Background: an optimization exercise with open tools, aiming at small area. Do not read the settings as production practice. Only simulation tests tie the RTL to the original design; equivalence was not proved. Power and IR drop assume default switching activity.

==> flow/design.v <==
module top
(
    input  wire        i_wb_clk,
    input  wire        i_wb_rst,
    input  wire        i_wb_cyc,
    input  wire        i_wb_stb,
    input  wire        i_wb_we,
    input  wire [15:0] i_wb_adr,
    input  wire [15:0] i_wb_data,
    input  wire [63:0] i_DC,
    input  wire        i_extclk,
    input  wire [3:0]  i_DC_valid,
    output reg  [15:0] o_wb_data,
    output reg         o_wb_ack,
    output wire [3:0]  o_pwm
);
    function lt16;
        input [15:0] a, b;
        integer i;
        reg r;
        begin
            r = 1'b0;
            for (i = 0; i < 16; i = i + 1)
                r = (~a[i] & b[i]) | (~a[i] & r) | (b[i] & r);
            lt16 = r;
        end
    endfunction
    function [16:0] inc16;
        input [15:0] a;
        integer i;
        reg cy;
        begin
            cy = 1'b1;
            for (i = 0; i < 16; i = i + 1) begin
                inc16[i] = a[i] ^ cy;
                cy = cy & a[i];
            end
            inc16[16] = cy;
        end
    endfunction
    reg [2:0] ext_sync;
    always @(posedge i_wb_clk or posedge i_wb_rst)
        if (i_wb_rst) ext_sync <= 3'b0;
        else          ext_sync <= {ext_sync[1:0], i_extclk};
    wire ext_rise = ext_sync[1] & ~ext_sync[2];
    reg live;
    always @(posedge i_wb_clk or posedge i_wb_rst)
        if (i_wb_rst) live <= 1'b0;
        else          live <= 1'b1;
    wire access = i_wb_cyc & i_wb_stb & ~|i_wb_adr[15:4];
    wire wr     = access & i_wb_we & ~i_wb_rst;
    wire rd     = access & ~i_wb_we;
    wire [15:0] regs [0:15];
    wire [3:0]  irq;
    genvar c;
    generate
        for (c = 0; c < 4; c = c + 1) begin: ch
            reg [15:0] ctrl, period, divisor, dc;
            wire [3:0] wsel, wkeep;
            genvar k;
            for (k = 0; k < 4; k = k + 1) begin: w
                assign wsel[k]  = wr & (i_wb_adr[3:0] == 4*c+k);
                assign wkeep[k] = live & ~wsel[k];
            end
            wire [15:0] ctrl_keep = ctrl | {10'b0, irq[c], 5'b0};
            always @(posedge i_wb_clk) begin
                ctrl    <= ({16{wsel[0]}} & i_wb_data) | ({16{wkeep[0]}} & ctrl_keep);
                period  <= ({16{wsel[1]}} & i_wb_data) | ({16{wkeep[1]}} & period);
                divisor <= ({16{wsel[2]}} & i_wb_data) | ({16{wkeep[2]}} & divisor);
                dc      <= ({16{wsel[3]}} & i_wb_data) | ({16{wkeep[3]}} & dc);
            end
            assign regs[4*c]   = ctrl;
            assign regs[4*c+1] = period;
            assign regs[4*c+2] = divisor;
            assign regs[4*c+3] = dc;
            wire tick  = ~(ctrl[0] & live) | ext_rise;
            wire tload = tick & live;
            reg [15:0] dsync;
            reg [14:0] count;
            reg        slow;
            always @(posedge i_wb_clk)
                dsync <= ({16{tload}} & divisor) | ({16{~tick}} & dsync);
            wire        den    = live & |dsync[15:1];
            wire        cinc   = ~dsync[0] | slow;
            wire [16:0] cnt1x  = inc16({1'b0, count});
            wire [14:0] cnt1   = cnt1x[14:0];
            wire        toggle = den & ((cinc ? cnt1 : count) == dsync[15:1]);
            wire        st     = tick & (~den | (toggle & ~slow));
            always @(posedge i_wb_clk)
                if (~live) begin
                    count <= 15'b0;
                    slow  <= 1'b0;
                end else if (tick & den) begin
                    if (toggle) begin
                        count <= 15'b0;
                        slow  <= ~slow;
                    end else
                        count <= cnt1;
                end
            reg [15:0] pmc;
            reg sw_s, irq_s, en_s, mode_s, tm_s;
            reg [15:0] counter;
            reg mode_prev, counts;
            wire sload = st & live;
            always @(posedge i_wb_clk) begin
                pmc    <= ({16{sload}} & period) | ({16{~st}} & pmc);
                sw_s   <= (sload & ctrl[7]) | (~st & sw_s);
                irq_s  <= (sload & ctrl[5]) | (~st & irq_s);
                tm_s   <= (sload & ctrl[3]) | (~st & tm_s);
                en_s   <= (sload & ctrl[2]) | (~st & en_s);
                mode_s <= (sload & ctrl[1]) | (~st & mode_s);
            end
            wire [16:0] incx = inc16(counter);
            wire [15:0] inc  = incx[15:0];
            wire        lt   = lt16(counter, pmc - {15'b0, mode_s});
            wire        stop = ~tm_s & counts;
            always @(posedge i_wb_clk)
                if (~live) begin
                    counter <= 16'b0; mode_prev <= 1'b0; counts <= 1'b0;
                end else if (st) begin
                    if (sw_s) begin
                        counter <= 16'b0; mode_prev <= 1'b0; counts <= 1'b0;
                    end else begin
                        mode_prev <= mode_s;
                        if (en_s & ~mode_s & ~stop & ~lt) counts <= 1'b1;
                        else if (~irq_s)                  counts <= 1'b0;
                        if (en_s) begin
                            if (lt & (mode_s | ~stop)) counter <= inc;
                            else                       counter <= 16'b0;
                        end else if (~mode_s & mode_prev)
                            counter <= 16'b0;
                    end
                end
            reg [15:0] psync, dcs;
            reg pm_s, pe_s, dsel_s;
            reg pwm_calc, timer, irq_flag;
            always @(posedge i_wb_clk or posedge i_wb_rst)
                if (i_wb_rst) pe_s <= 1'b0;
                else          pe_s <= (tload & ctrl[2]) | (~tick & pe_s);
            always @(posedge i_wb_clk) begin
                psync  <= ({16{tload}} & period) | ({16{~tick}} & psync);
                dcs    <= ({16{tload}} & dc)     | ({16{~tick}} & dcs);
                pm_s   <= (tload & ctrl[1]) | (~tick & pm_s);
                dsel_s <= (tload & ctrl[6]) | (~tick & dsel_s);
            end
            wire [15:0] dcx  = dsel_s ? (i_DC_valid[c] ? i_DC[16*c +: 16] : 16'b0) : dcs;
            wire        gt   = lt16(psync, dcx);
            wire        ltb  = lt16(counter, (pm_s & ~gt) ? dcx : psync);
            always @(posedge i_wb_clk or posedge i_wb_rst)
                if (i_wb_rst) begin
                    pwm_calc <= 1'b0; timer <= 1'b0; irq_flag <= 1'b0;
                end else if (tick) begin
                    if (pm_s & pe_s) pwm_calc <= ltb;
                    timer <= ~pm_s & pe_s & ~ltb;
                    if (~pm_s & pe_s & ~ltb) irq_flag <= 1'b1;
                end
            assign irq[c] = irq_flag;
            assign o_pwm[c] = live & ~ctrl[7] & (ctrl[1] ? (gt | pwm_calc) : timer);
        end
    endgenerate
    always @(posedge i_wb_clk or posedge i_wb_rst)
        if (i_wb_rst) begin
            o_wb_ack  <= 1'b0;
            o_wb_data <= 16'b0;
        end else begin
            o_wb_ack <= access;
            o_wb_data <= ({16{rd & live}} & regs[i_wb_adr[3:0]]) | ({16{~rd}} & o_wb_data);
        end
endmodule
clock: 10.0 ns
lec_check: 0
cap_margin: 0
core_margin: 2
core_utilization: 65
place_density: 0.75
slew_margin: 0
standard.sh (not shown) runs the stock make flow with config.mk's settings and CLKGATE_MAP_FILE= SYNTH_SCRIPT=/design/flow/synth_recipe.tcl, a recipe that flattens the netlist after the stock synthesis.
==> flow/flow/run.sh <==
#!/bin/bash
# The standard ORFS layout with these changes:
#  - synthesis: the standard flow's synthesis script unchanged up to technology mapping;
#    ABC maps the logic with an area-oriented script (flow/abc_area.script)
#    instead of ORFS's delay-oriented one. Registers are mapped before ABC,
#    exactly as in the standard synthesis.
#  - port buffers use the smallest buffer cell;
#  - the clock tree uses small clock buffers and no dummy loads.
set -euo pipefail
WORK=$PWD
export MY_ABC_SCRIPT=$WORK/flow/abc_area.script

# synthesis core: ORFS's synth.tcl with only the ABC call's script replaced
# (and its delay target dropped, as the area script ignores it)
python3 - "$FLOW_HOME/scripts/synth.tcl" "$WORK/synth_core.tcl" <<'PY'
import sys
s = open(sys.argv[1]).read()
old = "  log_cmd abc {*}$abc_args\n"
assert s.count(old) == 1
new = """  set abc_args [lreplace $abc_args 1 1 $::env(MY_ABC_SCRIPT)]
  set i [lsearch -exact $abc_args -D]
  if { $i >= 0 } { set abc_args [lreplace $abc_args $i [expr {$i + 1}]] }
  log_cmd abc {*}$abc_args
"""
open(sys.argv[2], "w").write(s.replace(old, new))
PY
# The standard flow's synthesis wrapper, sourcing the core above instead of ORFS's synth.tcl
python3 - "$WORK/synth_recipe.tcl" "$WORK/my_synth.tcl" "$WORK/synth_core.tcl" <<'PY'
import sys
s = open(sys.argv[1]).read()
old = "source $::env(SCRIPTS_DIR)/synth.tcl"
assert s.count(old) == 1
open(sys.argv[2], "w").write(s.replace(old, "source " + sys.argv[3]))
PY

export BUFFER_PORTS_ARGS="-buffer_cell sky130_fd_sc_hd__buf_1"
export CTS_ARGS="-sink_clustering_enable -repair_clock_nets -sink_clustering_size 18 -sink_clustering_max_diameter 65 -buf_list {sky130_fd_sc_hd__clkbuf_8} -dont_use_dummy_load"
bash standard.sh SYNTH_SCRIPT=$WORK/my_synth.tcl finish > standard_flow.log 2>&1
==> flow/flow/abc_area.script <==
strash
&get -n
&st
&dch -x
&nf -R 2000 -C 32 -E 30
&put
strash
&get -n
&st
&dch -x
&nf -R 2000 -C 32 -E 30
&put
strash
&get -n
&st
&dch -x
&nf -R 2000 -C 32 -E 30
&put
strash
&get -n
&st
&dch -x
&nf -R 2000 -C 32 -E 30
&put
strash
&get -n
&st
&dch -x
&nf -R 2000 -C 32 -E 30
&put
strash
&get -n
&st
&dch -x
&nf -R 2000 -C 32 -E 30
&put
strash
&get -n
&st
&dch -x
&nf -R 2000 -C 32 -E 30
&put
strash
&get -n
&st
&dch -x
&nf -R 2000 -C 32 -E 30
&put
strash
&get -n
&st
&dch -x
&nf -R 2000 -C 32 -E 30
&put
strash
&get -n
&st
&dch -x
&nf -R 2000 -C 32 -E 30
&put
strash
&get -n
&st
&dch -x
&nf -R 2000 -C 32 -E 30
&put
strash
&get -n
&st
&dch -x
&nf -R 2000 -C 32 -E 30
&put
strash
&get -n
&st
&dch -x
&nf -R 2000 -C 32 -E 30
&put
strash
&get -n
&st
&dch -x
&nf -R 2000 -C 32 -E 30
&put
strash
&get -n
&st
&dch -x
&nf -R 2000 -C 32 -E 30
&put
topo
Edit:
--- a/flow/flow/run.sh
+++ b/flow/flow/run.sh
@@ -35,4 +35,4 @@
 
 export BUFFER_PORTS_ARGS="-buffer_cell sky130_fd_sc_hd__buf_1"
-export CTS_ARGS="-sink_clustering_enable -repair_clock_nets -sink_clustering_size 18 -sink_clustering_max_diameter 65 -buf_list {sky130_fd_sc_hd__clkbuf_8} -dont_use_dummy_load"
+export CTS_ARGS="-sink_clustering_enable -repair_clock_nets -sink_clustering_size 16 -sink_clustering_max_diameter 55 -buf_list {sky130_fd_sc_hd__clkbuf_8} -dont_use_dummy_load"
 bash standard.sh SYNTH_SCRIPT=$WORK/my_synth.tcl finish > standard_flow.log 2>&1
==> flow/flow/abc_area.script (replaced) <==
strash
&get -n
&st
&dc2
&syn2
&dch -f
&nf -R 2000 -C 32 -E 30
&put
topo
Settings changed: GPL_TIMING_DRIVEN from default to 0.
The changed run finished but failed the layout checks on capacitance limit, slew limit.
Synthesized cell count rises by a quarter to a third.
Area after synthesis is higher by a few percent.
Non-clock buffer count went down by 26.
Design area is higher by a few percent.
Edit:
==> flow/flow/abc_area.script (replaced) <==
strash
&get -n
&st
&dch -x
&nf -R 2000 -C 32 -E 30
&put
strash
&get -n
&st
&dch -x
&nf -R 2000 -C 32 -E 30
&put
strash
&get -n
&st
&dch -x
&nf -R 2000 -C 32 -E 30
&put
strash
&get -n
&st
&dch -x
&nf -R 2000 -C 32 -E 30
&put
strash
&get -n
&st
&dch -x
&nf -R 2000 -C 32 -E 30
&put
strash
&get -n
&st
&dch -x
&nf -R 2000 -C 32 -E 30
&put
strash
&get -n
&st
&dch -x
&nf -R 2000 -C 32 -E 30
&put
strash
&get -n
&st
&dch -x
&nf -R 2000 -C 32 -E 30
&put
strash
&get -n
&st
&dch -x
&nf -R 2000 -C 32 -E 30
&put
strash
&get -n
&st
&dch -x
&nf -R 2000 -C 32 -E 30
&put
strash
&get -n
&st
&dch -x
&nf -R 2000 -C 32 -E 30
&put
strash
&get -n
&st
&dch -x
&nf -R 2000 -C 32 -E 30
&put
strash
&get -n
&st
&dch -x
&nf -R 2000 -C 32 -E 30
&put
strash
&get -n
&st
&dch -x
&nf -R 2000 -C 32 -E 30
&put
strash
&get -n
&st
&dch -x
&nf -R 2000 -C 32 -E 30
&put
topo
Settings changed: GPL_TIMING_DRIVEN 0 to default.
This time the run completed with no timing, DRC or antenna violations; via count came out lower by 8.1%; total power falls by 1.3%; routed wire length shrinks by 7.6%; first-iteration DRC count fell by 4.4%; die area decreases by 3.3%; synthesized area fell by 3.4%; cell area fell by 3.3%; clock skew decreases by 0.021 ns; sequential share of layout area grows by 1.5 points.
Edit:
==> flow/flow/abc_area.script (replaced) <==
strash
&get -n
&st
&dc2
&syn2
&dch -f
&nf -R 2000 -C 32 -E 30
&put
topo
Effect:
- The changed run passed the timing, DRC and antenna checks
- flip-flop and latch count is unchanged
- sequential share of layout area decreases by 1.4 points
- clock power hardly moves
- register-to-register slack degrades by 1.2 ns
- utilization grows by 0.11 points
- cell area climbs by 3.2%
- hold slack loses 0.017 ns
- final cell count rises by 19%
- worst setup slack is worse by 1.1 ns
Edit:
--- a/flow/flow/run.sh
+++ b/flow/flow/run.sh
@@ -35,4 +35,4 @@
 
 export BUFFER_PORTS_ARGS="-buffer_cell sky130_fd_sc_hd__buf_1"
-export CTS_ARGS="-sink_clustering_enable -repair_clock_nets -sink_clustering_size 16 -sink_clustering_max_diameter 55 -buf_list {sky130_fd_sc_hd__clkbuf_8} -dont_use_dummy_load"
+export CTS_ARGS="-sink_clustering_enable -repair_clock_nets -sink_clustering_size 18 -sink_clustering_max_diameter 65 -buf_list {sky130_fd_sc_hd__clkbuf_8} -dont_use_dummy_load"
 bash standard.sh SYNTH_SCRIPT=$WORK/my_synth.tcl finish > standard_flow.log 2>&1
==> flow/flow/abc_area.script (replaced) <==
strash
&get -n
&st
&dch -x
&nf -R 2000 -C 32 -E 30
&put
strash
&get -n
&st
&dch -x
&nf -R 2000 -C 32 -E 30
&put
strash
&get -n
&st
&dch -x
&nf -R 2000 -C 32 -E 30
&put
strash
&get -n
&st
&dch -x
&nf -R 2000 -C 32 -E 30
&put
strash
&get -n
&st
&dch -x
&nf -R 2000 -C 32 -E 30
&put
strash
&get -n
&st
&dch -x
&nf -R 2000 -C 32 -E 30
&put
strash
&get -n
&st
&dch -x
&nf -R 2000 -C 32 -E 30
&put
strash
&get -n
&st
&dch -x
&nf -R 2000 -C 32 -E 30
&put
strash
&get -n
&st
&dch -x
&nf -R 2000 -C 32 -E 30
&put
strash
&get -n
&st
&dch -x
&nf -R 2000 -C 32 -E 30
&put
strash
&get -n
&st
&dch -x
&nf -R 2000 -C 32 -E 30
&put
strash
&get -n
&st
&dch -x
&nf -R 2000 -C 32 -E 30
&put
strash
&get -n
&st
&dch -x
&nf -R 2000 -C 32 -E 30
&put
strash
&get -n
&st
&dch -x
&nf -R 2000 -C 32 -E 30
&put
strash
&get -n
&st
&dch -x
&nf -R 2000 -C 32 -E 30
&put
topo
Settings changed: CORE_UTILIZATION 65 to 55, PLACE_DENSITY 0.75 to 0.65.
Outcome: The changed run went through all stages and came out clean. Global-route usage is lower by 7.3 points. First-iteration DRC count drops by 28%. Synthesized cell count goes down by 20%. Total power decreases by 1.4%. Routed wire length fell by 6.6%. Register-to-register slack gains 1.1 ns.

==> what the ideal ports hide <==
The flow's constraints put no driver on any port. The routed layouts listed below were extracted and timed again, unchanged, in two steps.
Step 1: set_driving_cell puts a clkbuf_16 on i_wb_clk and a buf_2 on each other input, an assumption about the parent block.
Step 2 times the ports against the registers' clock, not the clock port: input delays grow and output delays shrink by t, the midpoint of the rising clock arrivals with the driver on.
a / b / c = ideal ports / drivers / drivers and shift; a / b = the first two.
| run | shift t [ns] | setup WS [ns] | clock arrival spread, ns |
|---|---|---|---|
| the first run | 0.731 | 2.525 / 2.495 / 2.044 | 0.056 / 0.056 |
| the second run | 0.756 | 0.546 / 0.577 / -0.179 | 0.101 / 0.101 |
| the third run | 0.745 | 2.471 / 2.441 / 2.024 | 0.076 / 0.076 |
| the fourth run | 0.736 | 1.368 / 1.408 / 0.672 | 0.080 / 0.080 |
| the fifth run | 0.730 | 2.549 / 2.526 / 2.142 | 0.078 / 0.077 |
The setup slack of the second run, which loses most, moves by +0.031 ns with the drivers and by -0.725 ns with both steps.
